From an optimization exercise on the open Yosys and OpenROAD flow, aimed at small area; shortcuts taken in it are not production practice. RTL that was checked went through simulation tests only; none was proved equivalent to the original. For run 6, only the layout was checked, not whether the RTL still works. The flow treats the clock pin as an ideal source, which a real chip does not have. Power figures rest on the tool's default switching activity, not on a simulated workload.

### flow/flow/run.sh
#!/bin/bash
set -euo pipefail
rm -rf scripts_area
cp -r "$FLOW_HOME/scripts" scripts_area
cp flow/abc_area.script scripts_area/abc_area.script
bash standard.sh \
  "SCRIPTS_DIR=$PWD/scripts_area" \
  "ADDER_MAP_FILE=" \
  "BUFFER_PORTS_ARGS=-buffer_cell sky130_fd_sc_hd__buf_1" \
  "CTS_ARGS=-sink_clustering_enable -repair_clock_nets -dont_use_dummy_load -buf_list sky130_fd_sc_hd__clkbuf_4" \
  "POST_CTS_TCL=$PWD/flow/post_cts.tcl" "POST_CTS_SLEW_NS=0.112" \
  finish > standard.log 2>&1
### flow/flow/abc_area.script
strash
dch -f
amap -F 20 -A 30 -C 1000
topo
### flow/flow/post_cts.tcl
# Sourced by ORFS's cts.tcl after CTS (POST_CTS_TCL). CTS builds the tree from
# clkbuf_4 cells. While some flip-flop clock pin would see a slew above
# POST_CTS_SLEW_NS, the CTS buffer driving the slowest one is swapped for
# the next larger clkbuf; then the placement is legalized again.
proc load_slew {inst} {
  set worst 0.0
  foreach opin [get_pins -of_objects $inst -filter "direction == output"] {
    foreach net [get_nets -of_objects $opin] {
      foreach p [get_pins -of_objects $net -filter "direction == input"] {
        if {[get_property $p lib_pin_name] ne "CLK"} { continue }
        foreach e {rise fall} {
          set s [get_property $p slew_max_$e]
          if {[string is double -strict $s] && $s > $worst} { set worst $s }
        }
      }
    }
  }
  return $worst
}
set next(sky130_fd_sc_hd__clkbuf_4) sky130_fd_sc_hd__clkbuf_8
set next(sky130_fd_sc_hd__clkbuf_8) sky130_fd_sc_hd__clkbuf_16
set upsized 0
for {set iter 0} {$iter < 40} {incr iter} {
  estimate_parasitics -placement
  set worst_inst ""
  set worst 0.0
  foreach inst [get_cells *] {
    set ref [get_property $inst ref_name]
    if {![info exists next($ref)]} { continue }
    if {![string match clkbuf_* [get_full_name $inst]]} { continue }
    set s [load_slew $inst]
    if {$s > $worst} { set worst $s; set worst_inst $inst }
  }
  if {$worst_inst eq "" || $worst <= $::env(POST_CTS_SLEW_NS)} { break }
  set ref [get_property $worst_inst ref_name]
  puts "post_cts: [get_full_name $worst_inst] ($ref) worst load slew $worst, upsized"
  replace_cell $worst_inst $next($ref)
  incr upsized
}
puts "post_cts: upsized $upsized times; worst load slew now $worst"
if {$upsized > 0} {
  detailed_placement
  check_placement -verbose
  estimate_parasitics -placement
}
### flow/standard.sh
#!/bin/bash
# synth_recipe.tcl (not shown) runs the flow's synth.tcl, then flattens the netlist and writes it again
# the make line also repeats each setting of config.mk as NAME=value (left out here)
make -C /OpenROAD-flow-scripts/flow DESIGN_CONFIG=/design/flow/config.mk WORK_HOME=/design/flow/orfs CLKGATE_MAP_FILE= SYNTH_SCRIPT=/design/flow/synth_recipe.tcl "${@:-finish}"
### flow/config.mk
export PLATFORM = sky130hd
export DESIGN_NAME = qam_mapper
export DESIGN_NICKNAME = qam_mapper
export VERILOG_FILES = /design/flow/design.v
export SDC_FILE = /design/flow/constraint.sdc
export NUM_CORES = 4
export LEC_CHECK = 0
export ABC_AREA = 1
export CAP_MARGIN = 20
export CORE_MARGIN = 2
export CORE_UTILIZATION = 40
export SLEW_MARGIN = 20
### flow/constraint.sdc
create_clock -name core_clock -period 14.0 [get_ports {aclk}]
set_input_delay 2.8000 -clock core_clock [delete_from_list [all_inputs] [get_ports {aclk}]]
set_output_delay 2.8000 -clock core_clock [all_outputs]
set_load 0.01 [all_outputs]
### flow/design.v
`timescale 1ns / 1ps
module qam_mapper #(
	parameter B = 8
)(
	input	wire				aclk,
	input	wire				reset,
	input wire	[7:0]		carrier_control,
	input	wire	[B-1: 0]	s_data_in,
	input	wire				s_dvalid,
	output reg				s_dready,
	output wire	[31: 0]	m_data_out,
	input	wire				m_dready,
	output reg				m_dvalid,
	output wire				m_dlast,
	output wire	[9 : 0]	m_symbol_index
	);
	reg		[1:0]	ph;			 
	reg		[1:0]	gr;			 
	wire			last = (gr == 2'd3) && (ph == 2'd2);	 
	reg				w1;			 
	reg				fft_valid;
	reg				filled;		 
	reg		[3:0]	carry;		 
	reg		[4:0]	idx;
	reg				o_nz;
	reg		[5:0]	o_sym;
	reg		[5:0]	lo [2:13];	 
	reg		[5:0]	ul [2:14];	 
	wire	[7:0]	d = s_data_in;
	wire			acc = s_dready & s_dvalid;
	wire	[5:0]	sy_p0  = d[7:2];				 
	wire	[5:0]	sy_p1  = {carry[1:0], d[7:4]};	 
	wire	[5:0]	sy_p2a = {carry[3:0], d[7:6]};	 
	wire	[5:0]	sy_p2b = d[5:0];				 
	always @(posedge aclk or posedge reset) begin
		if (reset) begin
			s_dready	<= 1'b1;
			w1			<= 1'b0;
			ph			<= 2'd0;
			gr			<= 2'd0;
			fft_valid	<= 1'b0;
			filled		<= 1'b0;
		end else begin
			if (acc) begin
				s_dready	<= 1'b0;
				w1			<= 1'b1;
				ph			<= (ph == 2'd2) ? 2'd0 : ph + 2'd1;
				if (ph == 2'd2) gr <= gr + 2'd1;
				if (last) filled <= 1'b1;
			end else if (!s_dready) begin
				w1			<= 1'b0;
				if (!w1) s_dready <= 1'b1;
			end
			if (!s_dready && !w1 && gr[1])
				fft_valid <= 1'b1;
			else if (idx == 5'd31)
				fft_valid <= 1'b0;
		end
	end
	always @(posedge aclk) begin
		if (acc) begin
			carry <= d[3:0];
			case ({gr, ph})
				4'b0010: begin lo[2]  <= sy_p2a; lo[3]  <= sy_p2b; end
				4'b0100: lo[4]  <= sy_p0;
				4'b0101: lo[5]  <= sy_p1;
				4'b0110: begin lo[6]  <= sy_p2a; lo[7]  <= sy_p2b; end
				4'b1001: lo[9]  <= sy_p1;
				4'b1010: begin lo[10] <= sy_p2a; lo[11] <= sy_p2b; end
				4'b1100: lo[12] <= sy_p0;
				4'b1101: lo[13] <= sy_p1;
				default: ;
			endcase
			if (last) begin
				ul[2]  <= lo[2];  ul[3]  <= lo[3];  ul[4]  <= lo[4];
				ul[5]  <= lo[5];  ul[6]  <= lo[6];  ul[7]  <= lo[7];
				ul[9]  <= lo[9];  ul[10] <= lo[10]; ul[11] <= lo[11];
				ul[12] <= lo[12]; ul[13] <= lo[13]; ul[14] <= sy_p2a;
			end
		end
	end
	reg		[5:0]	rd;
	reg				rd_ok;		 
	reg				rd_up;		 
	always @(*) begin
		rd = 6'd0; rd_ok = filled; rd_up = 1'b0;
		case (idx)
			5'd9:  begin rd = lo[9];  rd_ok = filled | (gr == 2'd3 || (gr == 2'd2 && ph == 2'd2));  end
			5'd10: begin rd = lo[10]; rd_ok = filled | (gr == 2'd3);  end
			5'd11: begin rd = lo[11]; rd_ok = filled | (gr == 2'd3);  end
			5'd12: begin rd = lo[12]; rd_ok = filled | (gr == 2'd3 && ph != 2'd0); end
			5'd13: begin rd = lo[13]; rd_ok = filled | last; end
			5'd14: rd = ul[14];
			5'd18: begin rd = ul[14]; rd_up = 1'b1; end
			5'd19: begin rd = ul[13]; rd_up = 1'b1; end
			5'd20: begin rd = ul[12]; rd_up = 1'b1; end
			5'd21: begin rd = ul[11]; rd_up = 1'b1; end
			5'd22: begin rd = ul[10]; rd_up = 1'b1; end
			5'd23: begin rd = ul[9];  rd_up = 1'b1; end
			5'd25: begin rd = ul[7];  rd_up = 1'b1; end
			5'd26: begin rd = ul[6];  rd_up = 1'b1; end
			5'd27: begin rd = ul[5];  rd_up = 1'b1; end
			5'd28: begin rd = ul[4];  rd_up = 1'b1; end
			5'd29: begin rd = ul[3];  rd_up = 1'b1; end
			5'd30: begin rd = ul[2];  rd_up = 1'b1; end
			default: ;
		endcase
	end
	reg		[2:0]	cbit;
	reg				is_data;
	reg				is_zero;
	always @(*) begin
		is_data = 1'b0; is_zero = 1'b0; cbit = 3'd1;
		case (idx)
			5'd0, 5'd16:			is_zero = 1'b1;
			5'd1, 5'd31:			cbit = 3'd1;
			5'd8, 5'd24:			cbit = 3'd4;
			5'd15, 5'd17:			cbit = 3'd7;
			5'd2, 5'd3, 5'd4:		cbit = 3'd2;
			5'd5, 5'd6, 5'd7:		cbit = 3'd3;
			5'd9, 5'd10, 5'd11:		begin cbit = 3'd5; is_data = 1'b1; end
			5'd12, 5'd13, 5'd14:	begin cbit = 3'd6; is_data = 1'b1; end
			5'd18, 5'd19, 5'd20:	begin cbit = 3'd6; is_data = 1'b1; end
			5'd21, 5'd22, 5'd23:	begin cbit = 3'd5; is_data = 1'b1; end
			5'd25, 5'd26, 5'd27:	begin cbit = 3'd3; is_data = 1'b1; end
			default:				begin cbit = 3'd2; is_data = 1'b1; end	 
		endcase
	end
	wire	[5:0]	dsym = rd_ok ? (rd ^ {3'b000, rd_up, 2'b00}) : 6'd0;
	always @(posedge aclk or posedge reset) begin
		if (reset) begin
			idx			<= 5'd0;
			m_dvalid	<= 1'b0;
			o_nz		<= 1'b0;
		end else begin
			m_dvalid	<= fft_valid;
			if (fft_valid) begin
				idx		<= idx + 5'd1;
				o_nz	<= !is_zero && carrier_control[cbit];
			end
		end
	end
	always @(posedge aclk) begin
		o_sym <= (fft_valid && is_data) ? dsym : 6'd36;
	end
	function [15:0] qam_level;
		input [2:0] k;
		begin
			case (k)
				3'd0: qam_level = 16'h8020;
				3'd1: qam_level = 16'ha4a9;
				3'd2: qam_level = 16'hedbb;
				3'd3: qam_level = 16'hc932;
				3'd4: qam_level = 16'h7fe0;
				3'd5: qam_level = 16'h5b57;
				3'd6: qam_level = 16'h1245;
				default: qam_level = 16'h36ce;
			endcase
		end
	endfunction
	assign m_data_out = o_nz ? {qam_level(o_sym[5:3]), qam_level(o_sym[2:0])} : 32'h0;
	assign m_dlast = m_dvalid & (idx == 5'd0);
	assign m_symbol_index = {5'd0, idx};
endmodule
==> results of run 1 <==
[cells by family (layout without fill, tap and decap cells)]
| logic type | count (synthesis) | count (layout) | synth area share |
|---|---|---|---|
| AO/OA/AOI/OAI | 94 | 94 | 0.115 |
| flip-flops | 163 | 163 | 0.773 |
| other | 1 | 5 | 0.000609 |
| AND/OR/NAND/NOR | 98 | 98 | 0.0697 |
| buffers and inverters | 51 | 116 | 0.0414 |
[power by group]
part | internal [uW] | switching [uW] | total, uW
logic | 105 | 229 | 333
registers | 577 | 40.4 | 618
clock network | 70.5 | 130 | 201
[registers in the layout, summed over array words and instances, names as in the netlist]
register	flops
idx	5
m_dvalid	1
filled	1
carry	4
ph	2
gr	2
fft_valid	1
lo	66
o_nz	1
o_sym	6
w1	1
s_dready	1
ul	72
[placed cells by master (no fill, tap or decap), types with 7 or more instances in the layout]
cell / netlist / routed
a222oi_1: 15 / 15
a22oi_1: 23 / 23
buf_1: 0 / 58
buf_4: 17 / 7
clkbuf_4: 0 / 12
clkinv_1: 34 / 34
dfrtp_1: 14 / 14
edfxtp_1: 142 / 142
nand2_1: 21 / 21
nor2_1: 47 / 46
nor3_1: 11 / 8
o21ai_0: 10 / 10
o22ai_1: 12 / 12
[metal layers]
layer / track usage / wire (microns) / up-vias
met5: 0 / 0 / -
met4: 0.0621 / 261 / 0
met3: 0.0405 / 1040 / 23
met2: 0.269 / 6180 / 176
met1: 0.228 / 5820 / 1872
li1: - / - / 1721
[metrics by stage]
step / hold WS [ps] / utilization / cells / area [sq um]
after floorplan: 400 / - / 411 / 6170
after global placement: 401 / 0.434 / 646 / 6570
after detailed placement: 405 / 0.434 / 647 / 6570
after global routing: 431 / 0.445 / 664 / 6740
final: 422 / 0.445 / 664 / 6740
[worst register-to-register path: cells and delay by family (launching register included)]
kind	cells	cell delay, ps
compound gates	3	1260
simple gates	5	1330
flops	1	430
buf+inv	1	150
[final cells by class]
cell class                      instances  share of cell area
Sequential cell                       163               0.706
Multi-Input combinational cell        197               0.176
Timing Repair Buffer                   65              0.0401
Tap cell                              188              0.0349
Clock buffer                           17              0.0236
Inverter                               34              0.0189
[worst max path at each step]
stage | cells past startpoint | to
finish | 6 | m_data_out[20]
global route | 6 | m_data_out[20]
detailed placement | 5 | lo[2][4]$_DFFE_PP_
global placement | 5 | lo[10][0]$_DFFE_PP_
floorplan | 4 | ul[10][0]$_DFFE_PP_
==> flow_summary.yaml, run 1 <==
floorplan:
  start_util: 0.407
  core_area_sq_mm: 0.0151
  die_x_microns: 128
  pin_count: 65
  die_y_microns: 128
  rows: 45
  die_area_sq_mm: 0.0164
synth:
  synth_cell_types: 35
  yosys.area.top_type_share: 0.692
  synth_top_area_cell: "edfxtp_1"
  netlist_area_sq_mm: 0.00616
  syn_inst: 407
  synth-edff-count: 142
  async_flop_share: 0.0920
  synth_ff_type: "edfxtp_1"
  ys_warn_count: 3
  ys_top_cells_by_area: "edfxtp_1 (69%), dfrtp_1 (5.7%), nor2_1 (2.9%)"
  syn_area_per_cell_sq_um: 15.1
  ys_seq_area_frac: 0.773
  synthTopCellsByCount: "edfxtp_1 (142), nor2_1 (47), clkinv_1 (34), a22oi_1 (23), nand2_1 (21)"
  yosysMostFrequentCell: "edfxtp_1"
  synth_seq_cells: 163
worst_setup_path:
  crit_buf_inv: 3
  rr_endpoint: "o_sym[5]$_SDFF_PN1_"
  r2r-start: "idx[3]$_DFFE_PP0P_"
  path_class: "flip-flop to primary output"
  cp_cell_sequence: "clkinv_1 -> nor2_1 -> clkinv_1 -> a21oi_1 -> o21a_1 -> buf_1"
  cp_slowest_cell: "nor2_1"
  max_stage_delay_ps: 350
  end_kind: "primary output"
  crit_fanout: 13
  critPathLaunchType: "flip-flop"
  r2r_slack_ps: 10670
  r2r_cells: 9
  critPathMostFrequentCell: "clkinv_1"
  crit_required_ps: 11200
  critPathTopFamily: "buffers and inverters"
  crit_arrival_ps: 2370
  cp-startpoint: "o_nz$_DFFE_PP0P_"
place:
  hpwl_microns: 9010
  port-buffer-count: 58
  gp_congestion: 0.854
  pre_cts_slack_ps: 9260
min_path:
  holdPathStages: 0
  hp-class: "flip-flop to flip-flop"
  min_to: "ul[4][5]$_DFFE_PP_"
  holdCritStartpoint: "lo[4][5]$_DFFE_PP_"
final_layout:
  nets: 498
  drive_gt1_frac: 0.0609
  nFillCells: 1358
  diodes: 0
  syn_to_final_growth_pct: 9.43
  multi_input_area_sq_mm: 0.00119
  regArea_sq_mm: 0.00476
cts:
  clkTransAtPathRegs_ps: 100
  cts_tree: "built"
  numClockSinks: 163
  insertion_delay_ps: 530
timing:
  timing.final.ws_setup_ps: 8830
  hold_viol: 0
  fin_skew_ps: 37.7
  fin_setup_tns_ps: 0
  max-slew-margin-rel: 0.315
  fmax_ghz: 0.193
  rsz0062_at_grt: "no"
  tightest_slew_ps: 1020
  drv_slew: 0
  post-route-period-util: 0.370
  min_period_ps: 5170
  finalSetupViolations: 0
power:
  peakVddDrop_uv: 47.9
  pwr_density_cell_mw_per_mm2: 171
  power_uw: 1150
  leakage_uw: 0.00208
route:
  drc: 0
  drt_wl_total_microns: 13300
  ant_nets: 0
  via_count: 3792
  drt-pass1-iter-count: 5
  drt_iter0_drc: 453
  wl_per_cell_microns: 20.0
  vias_per_cell: 5.71
global_route:
  grt_overflow: 0
  antenna_found_initial: 0
  grt_pass1_wl_microns: 20400
  groute.usage.overall: 0.169
  grt_max_degree: 74
  grt_pass1_vias: 3672
status:
  status: "no timing/DRC/antenna violations"
run:
  maxCapViolCount: 0
==> inputs of run 2 (changes only) <==
==> flow/flow/abc_area.script (replaced) <==
strash
dch -f
amap
strash
dch -f
amap
topo
==> flow_summary.yaml, run 2 <==
global_route:
  top_usage_layer: "met2"
  grt_pass1_wl_microns: 21000
  antenna_found_initial: 0
  grtUsageMet2: 0.276
  grtUsageMet3: 0.0438
  grtUsageMet1: 0.243
  grt_overflow: 0
  grt_pass1_vias: 3629
  grt_max_degree: 73
  groute.usage.overall: 0.179
timing:
  finalSetupViolations: 0
  post-route-period-util: 0.355
  min_period_ps: 4970
  holdWs_ps: 392
  timing.final.ws_setup_ps: 9030
  drv_slew: 0
  tightest_slew_ps: 997
  rsz0062_at_grt: "no"
  fmax_ghz: 0.201
  hold_viol: 0
  fin_setup_tns_ps: 0
  fin_skew_ps: 31.3
  max-slew-margin-rel: 0.333
final_layout:
  final_cell_mix: "edfxtp_1 (142), buf_1 (58), nor2_1 (55)"
  drive_gt1_frac: 0.0611
  nFillCells: 1377
  largestRegisters: "ul x72, lo x66, o_sym x6"
  largest-register: "ul"
  largest_reg_flops: 72
  final_common_cell: "edfxtp_1"
  diodes: 0
  syn_to_final_growth_pct: 9.43
  regArea_sq_mm: 0.00476
  nets: 497
  multi_input_area_sq_mm: 0.00115
route:
  via_count: 3775
  vias_per_cell: 5.69
  drt-pass1-iter-count: 7
  wl_per_cell_microns: 21.1
  drc: 0
  ant_nets: 0
  drt_iter0_drc: 545
  drt_wl_total_microns: 14000
synth:
  syn_area_per_cell_sq_um: 15.1
  ys_top_cells_by_area: "edfxtp_1 (70%), dfrtp_1 (5.7%), a222oi_1 (3.8%)"
  synth_ff_type: "edfxtp_1"
  ys_warn_count: 3
  synthTopCellsByCount: "edfxtp_1 (142), nor2_1 (57), clkinv_1 (33), a222oi_1 (23)"
  syn_inst: 405
  synth-edff-count: 142
  ys_seq_area_frac: 0.777
  synth_cell_types: 36
  netlist_area_sq_mm: 0.00613
  synth_seq_cells: 163
  synth_top_area_cell: "edfxtp_1"
  yosysMostFrequentCell: "edfxtp_1"
  yosys.area.top_type_share: 0.696
  async_flop_share: 0.0920
power:
  intPower_uw: 758
  clkPwrFrac: 0.171
  power_switching_uw: 414
  pwr-share-comb: 0.301
  switching_share: 0.353
  leakage_uw: 0.00211
  pwr_density_cell_mw_per_mm2: 175
  peakVddDrop_uv: 52.6
  p_seq_frac: 0.528
worst_setup_path:
  cp_slowest_cell: "dfrtp_1"
  critPathMostFrequentCell: "nor2_1"
  crit_required_ps: 11200
  path_class: "flip-flop to primary output"
  max_stage_delay_ps: 480
  cp_cell_sequence: "nor2_1 -> clkinv_1 -> nor2_1 -> and3_1 -> buf_1"
  crit_buf_inv: 2
  end_kind: "primary output"
  critPathTopFamily: "simple AND/OR/NAND/NOR gates"
  critPathLaunchType: "flip-flop"
  crit_fanout: 8
  crit_arrival_ps: 2170
cts:
  insertion_delay_ps: 560
  numClockSinks: 163
  clkTransAtPathRegs_ps: 90
  cts_tree: "built"
floorplan:
  core_area_sq_mm: 0.0151
  rows: 45
  pin_count: 65
  start_util: 0.406
  die_y_microns: 128
  die_area_sq_mm: 0.0163
  die_x_microns: 128
place:
  gp_congestion: 0.895
  pre_cts_slack_ps: 9320
  hpwl_microns: 9110
  port-buffer-count: 58
run:
  maxCapViolCount: 0
min_path:
  hp-class: "flip-flop to flip-flop"
status:
  status: "no timing/DRC/antenna violations"
run 2: per-layer routing:
layer,up-vias,share of wire
met3,33,0.091
met5,-,0
li1,1705,-
met4,0,0.034
met1,1819,0.42
met2,218,0.45
run 2: metrics by stage:
step	cells	total power [uW]	util	instance area, sq um
finish	663	1170	0.445	6710
global route	663	1240	0.445	6710
detailed placement	646	976	0.434	6550
global placement	646	968	0.434	6550
floorplan	409	872	-	6140
run 2: kinds of logic (layout without fill, tap and decap cells):
group / count (synthesis) / after routing / synth area share
flops: 163 / 163 / 0.777
simple gates: 105 / 105 / 0.0743
compound gates: 86 / 86 / 0.107
buf+inv: 50 / 116 / 0.0410
other cells: 1 / 5 / 0.000612
run 2: cell type report:
cell class	count	share of cell area
Multi-Input combinational cell	196	0.172
Clock buffer	17	0.0237
Timing Repair Buffer	66	0.0414
Inverter	33	0.0185
Sequential cell	163	0.710
Tap cell	188	0.0351
run 2: final timing paths:
check                              startpoint                   to  slack (ps)  cells after the start
setup reg to reg           idx[3]$_DFFE_PP0P_  o_sym[2]$_SDFF_PN1_       10950                      9
max in group asynchronous               reset   s_dready$_DFF_PP1_       11470                      2
hold / removal             lo[3][2]$_DFFE_PP_   ul[3][2]$_DFFE_PP_         390                      0
hold reg to reg            lo[3][2]$_DFFE_PP_   ul[3][2]$_DFFE_PP_         390                      0
setup / recovery           idx[0]$_DFFE_PP0P_              m_dlast        9030                      5
min in group asynchronous               reset   idx[3]$_DFFE_PP0P_        2200                      2
run 2: power groups by stage:
| stage | Combinational (uW) | Clock [uW] | Sequential [uW] |
|---|---|---|---|
| floorplan | 250 | 0 | 621 |
| global placement | 341 | 0 | 627 |
| detailed placement | 347 | 0 | 629 |
| global route | 391 | 226 | 625 |
| finish | 353 | 201 | 618 |
==> inputs of run 3 (changes only) <==
==> flow/flow/abc_area.script (replaced) <==
strash
&get -n
&deepsyn -T 60
&put
dch -f
amap
strash
dch -f
amap
topo
==> flow_summary.yaml, run 3 <==
final_layout:
  nets: 492
  nFillCells: 1343
  largest_reg_flops: 72
  regArea_sq_mm: 0.00476
  final_common_cell: "edfxtp_1"
  largest-register: "ul"
  largestRegisters: "ul x72, lo x66, o_sym x6"
  final_cell_mix: "edfxtp_1 (142), buf_1 (57), nor2_1 (35)"
  fin_cells: 658
  syn_to_final_growth_pct: 9.79
  diodes: 0
  drive_gt1_frac: 0.0723
  multi_input_area_sq_mm: 0.00113
synth:
  syn_area_per_cell_sq_um: 15.4
  syn_inst: 396
  synthTopCellsByCount: "edfxtp_1 (142), nor2_1 (37), clkinv_1 (30), nand2_1 (19)"
  ys_warn_count: 3
  synth-edff-count: 142
  synth_top_area_cell: "edfxtp_1"
  synth_ff_type: "edfxtp_1"
  synth_cell_types: 38
  netlist_area_sq_mm: 0.00610
  async_flop_share: 0.0920
  yosys.area.top_type_share: 0.699
  ys_seq_area_frac: 0.781
  ys_top_cells_by_area: "edfxtp_1 (70%), dfrtp_1 (5.7%), nor2_1 (2.3%)"
  synth_seq_cells: 163
  yosysMostFrequentCell: "edfxtp_1"
worst_setup_path:
  crit_fanout: 12
  crit_arrival_ps: 2010
  critPathLaunchType: "flip-flop"
  path_class: "flip-flop to primary output"
  end_kind: "primary output"
  crit_required_ps: 11200
timing:
  drv_slew: 0
  finalSetupViolations: 0
  fin_skew_ps: 35.0
  max-slew-margin-rel: 0.296
  post-route-period-util: 0.344
  tightest_slew_ps: 1050
  fmax_ghz: 0.208
  timing.final.ws_setup_ps: 9190
  rsz0062_at_grt: "no"
  hold_viol: 0
  min_period_ps: 4810
  fin_setup_tns_ps: 0
  holdWs_ps: 389
cts:
  cts_tree: "built"
  insertion_delay_ps: 550
  clkTransAtPathRegs_ps: 110
  numClockSinks: 163
min_path:
  hp-class: "flip-flop to flip-flop"
place:
  pre_cts_slack_ps: 9230
  gp_congestion: 0.864
  hpwl_microns: 9640
  port-buffer-count: 57
  placed_cells: 641
global_route:
  grt_pass1_vias: 3569
  grt_max_degree: 75
  grt_pass1_wl_microns: 21700
  antenna_found_initial: 0
  groute.usage.overall: 0.187
  grt_overflow: 0
floorplan:
  die_x_microns: 127
  core_area_sq_mm: 0.0150
  rows: 45
  start_util: 0.406
  pin_count: 65
  die_area_sq_mm: 0.0162
  die_y_microns: 127
route:
  drt_wl_total_microns: 14500
  ant_nets: 0
  drt_iter0_drc: 457
  via_count: 3697
  drc: 0
  drt-pass1-iter-count: 5
  vias_per_cell: 5.62
  wl_per_cell_microns: 22.1
power:
  p_seq_frac: 0.510
  pwr_density_cell_mw_per_mm2: 188
  leakage_uw: 0.00215
  clkPwrFrac: 0.157
  peakVddDrop_uv: 57.6
  intPower_uw: 784
  pwr-share-comb: 0.333
  switching_share: 0.378
  power_switching_uw: 477
run:
  maxCapViolCount: 0
status:
  status: "no timing/DRC/antenna violations"
[run 3: changes by cell type in the layout (fill, tap and decap cells not counted), sizes merged, moves of 4 or more]
cell / delta
nor2: -20
a22oi: -5
a222oi: -17
a32oi: +7
buf: +4
a32o: +6
and3: +6
[run 3: final cells by class]
type                    instances  share of cell area
flip-flops and latches        163               0.711
multi-input cells             190               0.168
repair buffers                 70              0.0465
well taps                     188              0.0351
clock buffers                  17              0.0219
inverters                      30              0.0168
[run 3: kinds of logic after synthesis]
group	Yosys count	share of synthesized area
AO/OA/AOI/OAI	86	0.105
buffers and inverters	47	0.0394
flip-flops	163	0.781
other	1	0.000615
AND/OR/NAND/NOR	99	0.0745
[run 3: worst paths after layout]
path                            slack (ps)          startpoint                   to  cells after the start
worst max-delay path                  9190  idx[2]$_DFFE_PP0P_              m_dlast                      3
worst min register to register         390  lo[6][0]$_DFFE_PP_   ul[6][0]$_DFFE_PP_                      0
worst max register to register       10230  idx[4]$_DFFE_PP0P_  o_sym[5]$_SDFF_PN1_                      9
min in group asynchronous             2190               reset       w1$_DFFE_PP0P_                      2
max in group asynchronous            11500               reset   s_dready$_DFF_PP1_                      2
worst min-delay path                   390  lo[6][0]$_DFFE_PP_   ul[6][0]$_DFFE_PP_                      0
[run 3: metrics by stage]
stage | instance area, sq um | total power (uW) | utilization
finish | 6690 | 1260 | 0.445
global placement | 6550 | 1060 | 0.436
global route | 6690 | 1340 | 0.445
floorplan | 6110 | 915 | -
detailed placement | 6550 | 1070 | 0.436
[run 3: power groups by stage]
stage | clock network, uW | logic [uW] | registers (uW)
2_1_floorplan | 0 | 276 | 639
3_3_place_gp | 0 | 409 | 650
3_5_place_dp | 0 | 414 | 654
5_1_grt | 223 | 463 | 653
6_report | 197 | 420 | 643
[run 3: critical path, cell delays in order, from the launching register on]
cell,delay (ps)
dfrtp_1,540
o32ai_1,530
and3_1,230
buf_1,150
[run 3: layer usage]
metal	GRT usage	part of all wire	vias up
li1	-	-	1670
met1	0.254	0.42	1797
met2	0.293	0.46	212
met3	0.0544	0.10	18
met4	0.0582	0.017	0
met5	0	0	-
==> inputs of run 4 (changes only) <==
==> flow/flow/run.sh (replaced) <==
#!/bin/bash
set -euo pipefail
rm -rf scripts_area
cp -r "$FLOW_HOME/scripts" scripts_area
cp flow/abc_area.script scripts_area/abc_area.script
bash standard.sh \
  "SCRIPTS_DIR=$PWD/scripts_area" \
  "ADDER_MAP_FILE=" \
  "BUFFER_PORTS_ARGS=-buffer_cell sky130_fd_sc_hd__buf_1" \
  "CTS_ARGS=-sink_clustering_enable -repair_clock_nets -dont_use_dummy_load -buf_list sky130_fd_sc_hd__clkbuf_4 -sink_clustering_levels 1 -sink_clustering_size 12 -sink_clustering_max_diameter 60" \
  "POST_CTS_TCL=$PWD/flow/post_cts.tcl" "POST_CTS_SLEW_NS=0.112" \
  finish > standard.log 2>&1
==> flow/flow/abc_area.script (replaced) <==
strash
dch -f
amap
strash
dch -f
amap
topo
==> flow_summary.yaml, run 4 <==
worst_setup_path:
  path_class: "flip-flop to primary output"
  cp_cell_sequence: "nor2_1 -> clkinv_1 -> nor2_1 -> and3_1 -> buf_1"
  critPathLaunchType: "flip-flop"
  worstSetupEndpoint: "m_dlast"
  critPathTopFamily: "simple AND/OR/NAND/NOR gates"
  crit_fanout: 8
  end_kind: "primary output"
  r2r_cells: 9
  crit_required_ps: 11200
  cp_slowest_cell: "dfrtp_1"
  cp_num_cells: 5
  max_stage_delay_ps: 480
  r2r_slack_ps: 10950
  critPathMostFrequentCell: "nor2_1"
  cp-startpoint: "idx[0]$_DFFE_PP0P_"
  r2r-start: "idx[3]$_DFFE_PP0P_"
  crit_buf_inv: 2
  rr_endpoint: "o_sym[2]$_SDFF_PN1_"
  crit_arrival_ps: 2170
place:
  hpwl_microns: 9110
  port-buffer-count: 58
  gp_congestion: 0.895
route:
  dr_wl_met2_microns: 6310
  dr_wl_met3_microns: 1270
  drt-pass1-iter-count: 7
  highest_layer: "met4"
  vias_per_cell: 5.69
  drt-met1-wl_microns: 5940
  wl_per_cell_microns: 21.1
  drt_iter0_drc: 545
  via_count: 3775
  drc: 0
  drt_wl_total_microns: 14000
  ant_nets: 0
cts:
  numClockSinks: 163
  clkTransAtPathRegs_ps: 90
  cts_tree: "built"
  insertion_delay_ps: 560
final_layout:
  largest_reg_flops: 72
  nFillCells: 1377
  final_cell_mix: "edfxtp_1 (142), buf_1 (58), nor2_1 (55)"
  final_common_cell: "edfxtp_1"
  drive_gt1_frac: 0.0611
  syn_to_final_growth_pct: 9.43
  largest-register: "ul"
  nets: 497
  largestRegisters: "ul x72, lo x66, o_sym x6"
  diodes: 0
synth:
  netlist_area_sq_mm: 0.00613
  syn_inst: 405
  ys_top_cells_by_area: "edfxtp_1 (70%), dfrtp_1 (5.7%), a222oi_1 (3.8%)"
  ys_warn_count: 3
  synth_cell_types: 36
  async_flop_share: 0.0920
  yosysMostFrequentCell: "edfxtp_1"
  synth_ff_type: "edfxtp_1"
  synthTopCellsByCount: "edfxtp_1 (142), nor2_1 (57), clkinv_1 (33), a222oi_1 (23)"
  syn_area_per_cell_sq_um: 15.1
  synth-edff-count: 142
  yosys.area.top_type_share: 0.696
  synth_top_area_cell: "edfxtp_1"
  ys_seq_area_frac: 0.777
  synth_seq_cells: 163
floorplan:
  die_area_sq_mm: 0.0163
  pin_count: 65
  die_y_microns: 128
  die_x_microns: 128
  start_util: 0.406
  rows: 45
  core_area_sq_mm: 0.0151
timing:
  max-slew-margin-rel: 0.333
  fin_skew_ps: 31.3
  min_period_ps: 4970
  holdWs_ps: 392
  drv_slew: 0
  rsz0062_at_grt: "no"
  finalSetupViolations: 0
  fin_setup_tns_ps: 0
  hold_viol: 0
  tightest_slew_ps: 997
  post-route-period-util: 0.355
  fmax_ghz: 0.201
power:
  pwr-share-comb: 0.301
  intPower_uw: 758
  clkPwrFrac: 0.171
  leakage_uw: 0.00211
  peakVddDrop_uv: 52.6
  power_switching_uw: 414
  switching_share: 0.353
  p_seq_frac: 0.528
  pwr_density_cell_mw_per_mm2: 175
global_route:
  grt_overflow: 0
  grt_pass1_vias: 3629
  grt_pass1_wl_microns: 21000
  grt_max_degree: 73
  groute.usage.overall: 0.179
  antenna_found_initial: 0
status:
  status: "no timing/DRC/antenna violations"
min_path:
  hp-class: "flip-flop to flip-flop"
run:
  maxCapViolCount: 0
==> run 4: changes by cell type after synthesis, sizes merged, moves of 3 or more <==
cell / delta
a2111oi: -3
a222oi: +17
a22oi: +5
a32o: -6
a32oi: -7
and3: -6
clkinv: +3
nor2: +20
nor3: -3
o21ai: -3
==> run 4: cell families (layout without fill, tap and decap cells) <==
logic type             Yosys count  count (layout)  share of synthesized area
AND/OR/NAND/NOR                105             105                     0.0743
flip-flops                     163             163                      0.777
buffers and inverters           50             116                     0.0410
other                            1               5                   0.000612
AO/OA/AOI/OAI                   86              86                      0.107
==> run 4: how the worst min path moves through the flow <==
stage / slack, ps / endpoint / depth (start not counted) / startpoint
final: 390 / ul[3][2]$_DFFE_PP_ / 0 / lo[3][2]$_DFFE_PP_
after global routing: 410 / ul[4][5]$_DFFE_PP_ / 0 / lo[4][5]$_DFFE_PP_
after detailed placement: 400 / ul[2][3]$_DFFE_PP_ / 0 / lo[2][3]$_DFFE_PP_
after global placement: 400 / ul[6][0]$_DFFE_PP_ / 0 / lo[6][0]$_DFFE_PP_
after floorplan: 400 / ul[2][0]$_DFFE_PP_ / 0 / lo[2][0]$_DFFE_PP_
==> run 4: routing by layer <==
layer | up-vias | track usage
li1 | 1705 | -
met1 | 1819 | 0.243
met2 | 218 | 0.276
met3 | 33 | 0.0438
met4 | 0 | 0.0834
met5 | - | 0
==> run 4: layout make-up <==
type | count | area [sq um] | area share
repair buffers | 66 | 278 | 0.0414
clock buffers | 17 | 159 | 0.0237
well taps | 188 | 235 | 0.0351
multi-input cells | 196 | 1150 | 0.172
flip-flops and latches | 163 | 4760 | 0.710
inverters | 33 | 124 | 0.0185
==> run 4: stage by stage <==
| stage | instances | total power, uW | worst slack (ps) | util | instance area (sq um) |
|---|---|---|---|---|---|
| floorplan | 409 | 872 | 7300 | - | 6140 |
| global placement | 646 | 968 | 9400 | 0.434 | 6550 |
| detailed placement | 646 | 976 | 9320 | 0.434 | 6550 |
| global route | 663 | 1240 | 8810 | 0.445 | 6710 |
| finish | 663 | 1170 | 9030 | 0.445 | 6710 |
==> run 4: power groups by stage <==
| stage | Combinational (uW) | Sequential (uW) | Clock [uW] |
|---|---|---|---|
| floorplan | 250 | 621 | 0 |
| global placement | 341 | 627 | 0 |
| detailed placement | 347 | 629 | 0 |
| global route | 391 | 625 | 226 |
| finish | 353 | 618 | 201 |
==> run 4: worst reg2reg max path, cell delays in order, from the launching register on <==
cell      delay (ps)
dfrtp_1          460
clkinv_1         160
nor2_1           280
clkinv_1         320
nor4_2           890
a222oi_1         290
nand4b_1         200
nor2_1            60
a21oi_1          150
o21ai_0           90
==> inputs of run 5 (changes only) <==
==> flow/flow/run.sh (replaced) <==
#!/bin/bash
set -euo pipefail
rm -rf scripts_area
cp -r "$FLOW_HOME/scripts" scripts_area
cp flow/abc_area.script scripts_area/abc_area.script
bash standard.sh \
  "SCRIPTS_DIR=$PWD/scripts_area" \
  "ADDER_MAP_FILE=" \
  "BUFFER_PORTS_ARGS=-buffer_cell sky130_fd_sc_hd__buf_1" \
  "CTS_ARGS=-sink_clustering_enable -repair_clock_nets -dont_use_dummy_load -buf_list sky130_fd_sc_hd__clkbuf_8 -sink_clustering_size 25 -sink_clustering_max_diameter 150" \
  "POST_CTS_TCL=$PWD/flow/post_cts.tcl" "POST_CTS_SLEW_NS=0.112" \
  finish > standard.log 2>&1
==> flow_summary.yaml, run 5 <==
power:
  leakage_uw: 0.00214
  switching_share: 0.344
  pwr-share-comb: 0.290
  power_uw: 1210
  pwr_density_cell_mw_per_mm2: 179
  p_seq_frac: 0.510
  clkPwrFrac: 0.200
  power_switching_uw: 417
  intPower_uw: 796
  peakVddDrop_uv: 56.9
route:
  ant_nets: 0
  vias_per_cell: 5.71
  via_count: 3785
  drt-pass1-iter-count: 6
  drt_wl_total_microns: 14000
  wl_per_cell_microns: 21.1
  drt_iter0_drc: 563
  drc: 0
timing:
  drv_slew: 0
  post-route-period-util: 0.345
  fin_setup_tns_ps: 0
  tightest_slew_ps: 985
  hold_viol: 0
  min_period_ps: 4840
  rsz0062_at_grt: "no"
  fmax_ghz: 0.207
  finalSetupViolations: 0
  holdWs_ps: 417
  fin_skew_ps: 27.8
  max-slew-margin-rel: 0.338
synth:
  syn_inst: 405
  synthXorXnorAreaFrac: 0
  synth-edff-count: 142
  netlist_area_sq_mm: 0.00613
  synth_top_family_by_area: "compound AO/OA/AOI/OAI gates"
  yosysMostFrequentCell: "edfxtp_1"
  synth_compound_area_frac: 0.107
  syn_area_per_cell_sq_um: 15.1
  synth_top_area_cell: "edfxtp_1"
  synth_seq_cells: 163
  synth_ff_type: "edfxtp_1"
  ys_warn_count: 3
  ys_top_cells_by_area: "edfxtp_1 (70%), dfrtp_1 (5.7%), a222oi_1 (3.8%)"
  synthMuxAreaShare: 0
  ys_seq_area_frac: 0.777
  yosys.area.top_type_share: 0.696
  async_flop_share: 0.0920
  yosys.area_share.simple: 0.0743
  synthTopCellsByCount: "edfxtp_1 (142), nor2_1 (57), clkinv_1 (33), a222oi_1 (23)"
  synth_cell_types: 36
  synth_adder_area_share: 0
worst_setup_path:
  crit_required_ps: 11200
  crit_buf_inv: 2
  critPathLaunchType: "flip-flop"
  max_stage_delay_ps: 470
  end_kind: "primary output"
  cp_cell_sequence: "nor2_1 -> clkinv_1 -> nor2_1 -> and3_1 -> buf_1"
  crit_arrival_ps: 2040
  critPathMostFrequentCell: "nor2_1"
  cp_slowest_cell: "dfrtp_1"
  path_class: "flip-flop to primary output"
  crit_fanout: 8
  critPathTopFamily: "simple AND/OR/NAND/NOR gates"
status:
  status: "no timing/DRC/antenna violations"
global_route:
  grt_pass1_vias: 3633
  groute.usage.overall: 0.180
  grt_overflow: 0
  grt_pass1_wl_microns: 21100
  antenna_found_initial: 0
  grt_max_degree: 73
final_layout:
  final_cell_mix: "edfxtp_1 (142), buf_1 (58), nor2_1 (55)"
  syn_to_final_growth_pct: 10.7
  largest-register: "ul"
  final_common_cell: "edfxtp_1"
  drive_gt1_frac: 0.0611
  nets: 497
  regArea_sq_mm: 0.00476
  post-route-util: 0.450
  largestRegisters: "ul x72, lo x66, o_sym x6"
  diodes: 0
  nFillCells: 1361
  largest_reg_flops: 72
  multi_input_area_sq_mm: 0.00115
cts:
  clkTransAtPathRegs_ps: 70
  cts_tree: "built"
  numClockSinks: 163
  insertion_delay_ps: 450
floorplan:
  die_y_microns: 128
  start_util: 0.406
  die_x_microns: 128
  rows: 45
  core_area_sq_mm: 0.0151
  pin_count: 65
  die_area_sq_mm: 0.0163
place:
  gp_congestion: 0.895
  port-buffer-count: 58
  hpwl_microns: 9110
run:
  maxCapViolCount: 0
min_path:
  hp-class: "flip-flop to flip-flop"
==> run 5: layout make-up <==
type                            instances  share of cell area
Timing Repair Buffer                   66              0.0410
Sequential cell                       163               0.702
Tap cell                              188              0.0347
Inverter                               33              0.0183
Multi-Input combinational cell        196               0.170
Clock buffer                           17              0.0345
==> run 5: final timing paths <==
| path | startpoint | endpoint | slack [ps] | cells past startpoint |
|---|---|---|---|---|
| setup reg to reg | idx[3]$_DFFE_PP0P_ | o_sym[2]$_SDFF_PN1_ | 10970 | 9 |
| max in group asynchronous | reset | s_dready$_DFF_PP1_ | 11350 | 2 |
| setup / recovery | idx[0]$_DFFE_PP0P_ | m_dlast | 9160 | 5 |
| min in group asynchronous | reset | ph[1]$_DFFE_PP0P_ | 2310 | 2 |
| hold reg to reg | lo[2][4]$_DFFE_PP_ | ul[2][4]$_DFFE_PP_ | 420 | 0 |
| hold / removal | lo[2][4]$_DFFE_PP_ | ul[2][4]$_DFFE_PP_ | 420 | 0 |
==> run 5: routing by layer <==
layer	routed length (microns)	up-vias	global-route usage	share of wire
met2	6470	187	0.278	0.46
met4	374	0	0.0847	0.027
li1	-	1706	-	-
met3	1030	22	0.0430	0.073
met1	6130	1870	0.244	0.44
met5	0	-	0	0
==> run 5: stage by stage <==
stage	area [sq um]	instances	setup slack [ps]
3_5_place_dp	6550	646	9320
6_report	6780	663	9160
5_1_grt	6780	663	8950
3_3_place_gp	6550	646	9400
2_1_floorplan	6140	409	7300
==> run 5: logic make-up after synthesis <==
logic type,count (synthesis)
other,1
AOI/OAI and AO/OA,86
DFF,163
buffers and inverters,50
and+or+nand+nor,105
==> run 5: power groups by stage <==
stage / combinational (uW) / sequential [uW] / clock (uW)
2_1_floorplan: 250 / 621 / 0
3_3_place_gp: 341 / 627 / 0
3_5_place_dp: 347 / 629 / 0
5_1_grt: 391 / 625 / 269
6_report: 351 / 619 / 242
==> run 5: worst reg2reg max path: stages (launching register included) <==
cell,delay (ps)
dfrtp_1,440
clkinv_1,160
nor2_1,290
clkinv_1,310
nor4_2,910
a222oi_1,290
nand4b_1,200
nor2_1,60
a21oi_1,140
o21ai_0,90
==> inputs of run 6 (changes only) <==
--- a/flow/design.v
+++ b/flow/design.v
@@ -79,33 +79,25 @@
 			end
 		end
 	end
-	reg		[5:0]	rd;
-	reg				rd_ok;		 
-	reg				rd_up;		 
-	always @(*) begin
-		rd = 6'd0; rd_ok = filled; rd_up = 1'b0;
-		case (idx)
-			5'd9:  begin rd = lo[9];  rd_ok = filled | (gr == 2'd3 || (gr == 2'd2 && ph == 2'd2));  end
-			5'd10: begin rd = lo[10]; rd_ok = filled | (gr == 2'd3);  end
-			5'd11: begin rd = lo[11]; rd_ok = filled | (gr == 2'd3);  end
-			5'd12: begin rd = lo[12]; rd_ok = filled | (gr == 2'd3 && ph != 2'd0); end
-			5'd13: begin rd = lo[13]; rd_ok = filled | last; end
-			5'd14: rd = ul[14];
-			5'd18: begin rd = ul[14]; rd_up = 1'b1; end
-			5'd19: begin rd = ul[13]; rd_up = 1'b1; end
-			5'd20: begin rd = ul[12]; rd_up = 1'b1; end
-			5'd21: begin rd = ul[11]; rd_up = 1'b1; end
-			5'd22: begin rd = ul[10]; rd_up = 1'b1; end
-			5'd23: begin rd = ul[9];  rd_up = 1'b1; end
-			5'd25: begin rd = ul[7];  rd_up = 1'b1; end
-			5'd26: begin rd = ul[6];  rd_up = 1'b1; end
-			5'd27: begin rd = ul[5];  rd_up = 1'b1; end
-			5'd28: begin rd = ul[4];  rd_up = 1'b1; end
-			5'd29: begin rd = ul[3];  rd_up = 1'b1; end
-			5'd30: begin rd = ul[2];  rd_up = 1'b1; end
-			default: ;
-		endcase
-	end
+	wire			f   = fft_valid & filled;
+	wire			s9  = fft_valid & (idx == 5'd9)  & (filled | gr == 2'd3 | (gr == 2'd2 && ph == 2'd2));
+	wire			s10 = fft_valid & (idx == 5'd10) & (filled | gr == 2'd3);
+	wire			s11 = fft_valid & (idx == 5'd11) & (filled | gr == 2'd3);
+	wire			s12 = fft_valid & (idx == 5'd12) & (filled | (gr == 2'd3 && ph != 2'd0));
+	wire			s13 = fft_valid & (idx == 5'd13) & (filled | last);
+	wire			s14 = f & (idx == 5'd14);
+	wire			s18 = f & (idx == 5'd18);
+	wire			s19 = f & (idx == 5'd19);
+	wire			s20 = f & (idx == 5'd20);
+	wire			s21 = f & (idx == 5'd21);
+	wire			s22 = f & (idx == 5'd22);
+	wire			s23 = f & (idx == 5'd23);
+	wire			s25 = f & (idx == 5'd25);
+	wire			s26 = f & (idx == 5'd26);
+	wire			s27 = f & (idx == 5'd27);
+	wire			s28 = f & (idx == 5'd28);
+	wire			s29 = f & (idx == 5'd29);
+	wire			s30 = f & (idx == 5'd30);
 	reg		[2:0]	cbit;
 	reg				is_data;
 	reg				is_zero;
@@ -126,7 +118,16 @@
 			default:				begin cbit = 3'd2; is_data = 1'b1; end	 
 		endcase
 	end
-	wire	[5:0]	dsym = rd_ok ? (rd ^ {3'b000, rd_up, 2'b00}) : 6'd0;
+	wire			pil = !(fft_valid && is_data);	 
+	wire	[5:0]	F   = 6'b000100;
+	wire	[5:0]	nsym =
+		  {6{s9}}  & lo[9]  | {6{s10}} & lo[10] | {6{s11}} & lo[11]
+		| {6{s12}} & lo[12] | {6{s13}} & lo[13] | {6{s14}} & ul[14]
+		| {6{s18}} & (ul[14] ^ F) | {6{s19}} & (ul[13] ^ F) | {6{s20}} & (ul[12] ^ F)
+		| {6{s21}} & (ul[11] ^ F) | {6{s22}} & (ul[10] ^ F) | {6{s23}} & (ul[9] ^ F)
+		| {6{s25}} & (ul[7] ^ F)  | {6{s26}} & (ul[6] ^ F)  | {6{s27}} & (ul[5] ^ F)
+		| {6{s28}} & (ul[4] ^ F)  | {6{s29}} & (ul[3] ^ F)  | {6{s30}} & (ul[2] ^ F)
+		| {6{pil}} & 6'd36;
 	always @(posedge aclk or posedge reset) begin
 		if (reset) begin
 			idx			<= 5'd0;
@@ -141,7 +142,7 @@
 		end
 	end
 	always @(posedge aclk) begin
-		o_sym <= (fft_valid && is_data) ? dsym : 6'd36;
+		o_sym <= nsym;
 	end
 	function [15:0] qam_level;
 		input [2:0] k;
==> flow/flow/run.sh (replaced) <==
#!/bin/bash
set -euo pipefail
bash standard.sh \
  "BUFFER_PORTS_ARGS=-buffer_cell sky130_fd_sc_hd__buf_1" \
  "CTS_ARGS=-sink_clustering_enable -repair_clock_nets -dont_use_dummy_load -buf_list sky130_fd_sc_hd__clkbuf_8" \
  finish > standard.log 2>&1
removed: flow/flow/abc_area.script
removed: flow/flow/post_cts.tcl
==> flow_summary.yaml, run 6 <==
status:
  status: "no timing/DRC/antenna violations"
final_layout:
  final_common_cell: "nand2_1"
  post-route-util: 0.445
  largest-register: "ul"
  syn_to_final_growth_pct: 9.01
  nFillCells: 1562
  nets: 668
  multi_input_area_sq_mm: 0.00166
  drive_gt1_frac: 0.0803
  diodes: 0
  final_cell_area_sq_mm: 0.00739
  largest_reg_flops: 72
  largestRegisters: "ul x72, lo x66, o_sym x6"
  regArea_sq_mm: 0.00476
  final_cell_mix: "nand2_1 (144), edfxtp_1 (142), buf_1 (58)"
global_route:
  grt_max_degree: 73
  antenna_found_initial: 0
  grt_pass1_vias: 4067
  groute.usage.overall: 0.173
  grt_pass1_wl_microns: 22800
  grt_overflow: 0
worst_setup_path:
  crit_fanout: 15
  r2r_cells: 5
  r2r_slack_ps: 11640
  cp_cell_sequence: "nor2_2 -> nand2_1 -> nor2_1 -> buf_1"
  critPathTopFamily: "flip-flops"
  r2r-start: "s_dready$_DFF_PP1_"
  max_stage_delay_ps: 600
  cp_num_cells: 4
  cp-startpoint: "idx[2]$_DFFE_PP0P_"
  crit_arrival_ps: 1760
  crit_buf_inv: 1
  crit_required_ps: 11200
  end_kind: "primary output"
  path_class: "flip-flop to primary output"
  critPathLaunchType: "flip-flop"
  cp_slowest_cell: "dfrtp_1"
synth:
  netlist_area_sq_mm: 0.00678
  async_flop_share: 0.0920
  synth_top_area_cell: "edfxtp_1"
  yosysMostFrequentCell: "nand2_1"
  synth_cell_types: 35
  synthTopCellsByCount: "nand2_1 (144), edfxtp_1 (142), inv_1 (56), nor2_1 (56), nand3_1 (33)"
  yosys.area.top_type_share: 0.629
  synth_compound_area_frac: 0.0264
  synth_adder_area_share: 0.0203
  yosys.area_share.simple: 0.189
  synthMuxAreaShare: 0
  synth_seq_cells: 163
  synthXorXnorAreaFrac: 0.00388
  syn_area_per_cell_sq_um: 11.8
  ys_seq_area_frac: 0.703
  syn_inst: 575
  synth-edff-count: 142
  synth_ff_type: "edfxtp_1"
  synth_top_family_by_area: "simple AND/OR/NAND/NOR gates"
  ys_top_cells_by_area: "edfxtp_1 (63%), nand2_1 (8.0%), dfrtp_1 (5.2%)"
  ys_warn_count: 3
min_path:
  holdCritStartpoint: "lo[5][1]$_DFFE_PP_"
  hp-class: "flip-flop to flip-flop"
  holdPathStages: 0
power:
  pwr_density_cell_mw_per_mm2: 173
  leakage_uw: 0.00274
  peakVddDrop_uv: 68.2
floorplan:
  core_area_sq_mm: 0.0166
  pin_count: 65
  start_util: 0.409
  rows: 47
  die_area_sq_mm: 0.0180
  die_x_microns: 134
  die_y_microns: 134
timing:
  hold_viol: 0
  timing.final.ws_setup_ps: 9440
  finalSetupViolations: 0
  post-route-period-util: 0.326
  min_period_ps: 4560
  fin_skew_ps: 39.6
  rsz0062_at_grt: "no"
  drv_slew: 0
  max-slew-margin-rel: 0.364
  fin_setup_tns_ps: 0
  fmax_ghz: 0.219
  tightest_slew_ps: 954
route:
  drt_wl_total_microns: 14600
  vias_per_cell: 4.96
  wl_per_cell_microns: 17.1
  drt_iter0_drc: 411
  ant_nets: 0
  drc: 0
  drt-pass1-iter-count: 5
  via_count: 4239
cts:
  clockBufferDepth: 2
  clkTransAtPathRegs_ps: 70
  hold_buffers: 0
  cts_resized: 0
  cts_tree: "built"
  root_buffer: "clkbuf_8"
  cts_inserted_buffers: 17
  h-tree-depth: 4
  post_cts_buffers: 0
  insertion_delay_ps: 460
  numClockSinks: 163
place:
  gp_congestion: 0.846
  pre_cts_slack_ps: 9310
  port-buffer-count: 58
  hpwl_microns: 10000
  dpl_cell_area_sq_mm: 0.00714
run:
  maxCapViolCount: 0
run 6: cell count changes after synthesis, sizes merged, moves of 8 or more:
cell / before / now
nand4: 2 / 15
ha: 0 / 11
inv: 0 / 61
nand2: 17 / 151
clkinv: 33 / 1
a222oi: 23 / 0
a22oi: 10 / 2
nand3: 9 / 34
run 6: report_power, final:
| part | internal [uW] | switching (uW) |
|---|---|---|
| Combinational | 121 | 276 |
| Sequential | 582 | 52.5 |
| Clock | 107 | 140 |
| Total | 810 | 469 |
run 6: cell families after synthesis:
family / count (synthesis)
AOI/OAI and AO/OA: 32
xor gates and xnor gates: 3
adders and majority gates: 11
buffers and inverters: 82
DFF: 163
other: 1
and+or+nand+nor: 283
run 6: cell type report:
type / instances / area share
sequential: 163 / 0.645
multi-input combinational: 334 / 0.224
tap: 220 / 0.0373
clock buffer: 17 / 0.0317
inverter: 62 / 0.0315
timing repair buffer: 59 / 0.0305
run 6: worst reg2reg max path, delay by kind of cell (launching register included):
| kind | cells | cell delay [ps] |
|---|---|---|
| buf+inv | 2 | 900 |
| flops | 1 | 550 |
| simple gates | 3 | 450 |
run 6: worst paths after layout:
kind                                      endpoint
worst max-delay path                       m_dlast
worst min-delay path            ul[5][1]$_DFFE_PP_
worst max register to register  ul[2][2]$_DFFE_PP_
worst min register to register  ul[5][1]$_DFFE_PP_
max in group asynchronous       idx[4]$_DFFE_PP0P_
min in group asynchronous        ph[0]$_DFFE_PP0P_
run 6: metal layers:
layer	global-route usage	vias to the layer above	share of wire
li1	-	2028	-
met5	0	-	0
met4	0.0579	0	0.012
met2	0.275	138	0.47
met1	0.238	2057	0.46
met3	0.0370	16	0.057
run 6: per-stage QoR:
stage / total power [uW] / hold slack, ps / cells
3_3_place_gp: 1030 / 401 / 838
4_1_cts: 1280 / 409 / 855
2_1_floorplan: 941 / 393 / 579
3_5_place_dp: 1040 / 405 / 838
5_1_grt: 1370 / 416 / 855
6_report: 1280 / 411 / 855

re-timing with driven ports:
Ports are ideal in the flow. The routed layouts listed here were re-timed in OpenROAD.
Step 1: set_driving_cell puts a clkbuf_16 on aclk and a buf_2 on each other input, an assumption about the parent block.
Step 2 times the ports against the registers' clock, not the clock port: input delays grow and output delays shrink by t, the midpoint of the rising clock arrivals with the driver on.
Three values: ideal ports, drivers, drivers and shift; two values: the first two.
run	t (ns)	setup slack, ns	hold WS [ns]	slew at the worst register clock pin (ns)
run 1	0.549	8.826 / 8.792 / 9.255	0.422 / 0.422 / 0.422	0.11 / 0.11
run 2	0.574	9.028 / 8.995 / 9.282	0.392 / 0.392 / 0.392	0.11 / 0.11
run 3	0.568	9.191 / 9.157 / 9.197	0.389 / 0.389 / 0.389	0.11 / 0.11
run 4	0.574	9.028 / 8.995 / 9.282	0.392 / 0.392 / 0.392	0.11 / 0.11
run 5	0.471	9.164 / 9.129 / 9.278	0.417 / 0.417 / 0.417	0.09 / 0.09
run 6	0.474	9.443 / 9.405 / 9.302	0.411 / 0.411 / 0.411	0.10 / 0.10
After both steps every run listed still meets setup and hold. The setup slack of run 6, which loses most, moves by -0.038 ns with the drivers and by -0.141 ns with both steps.
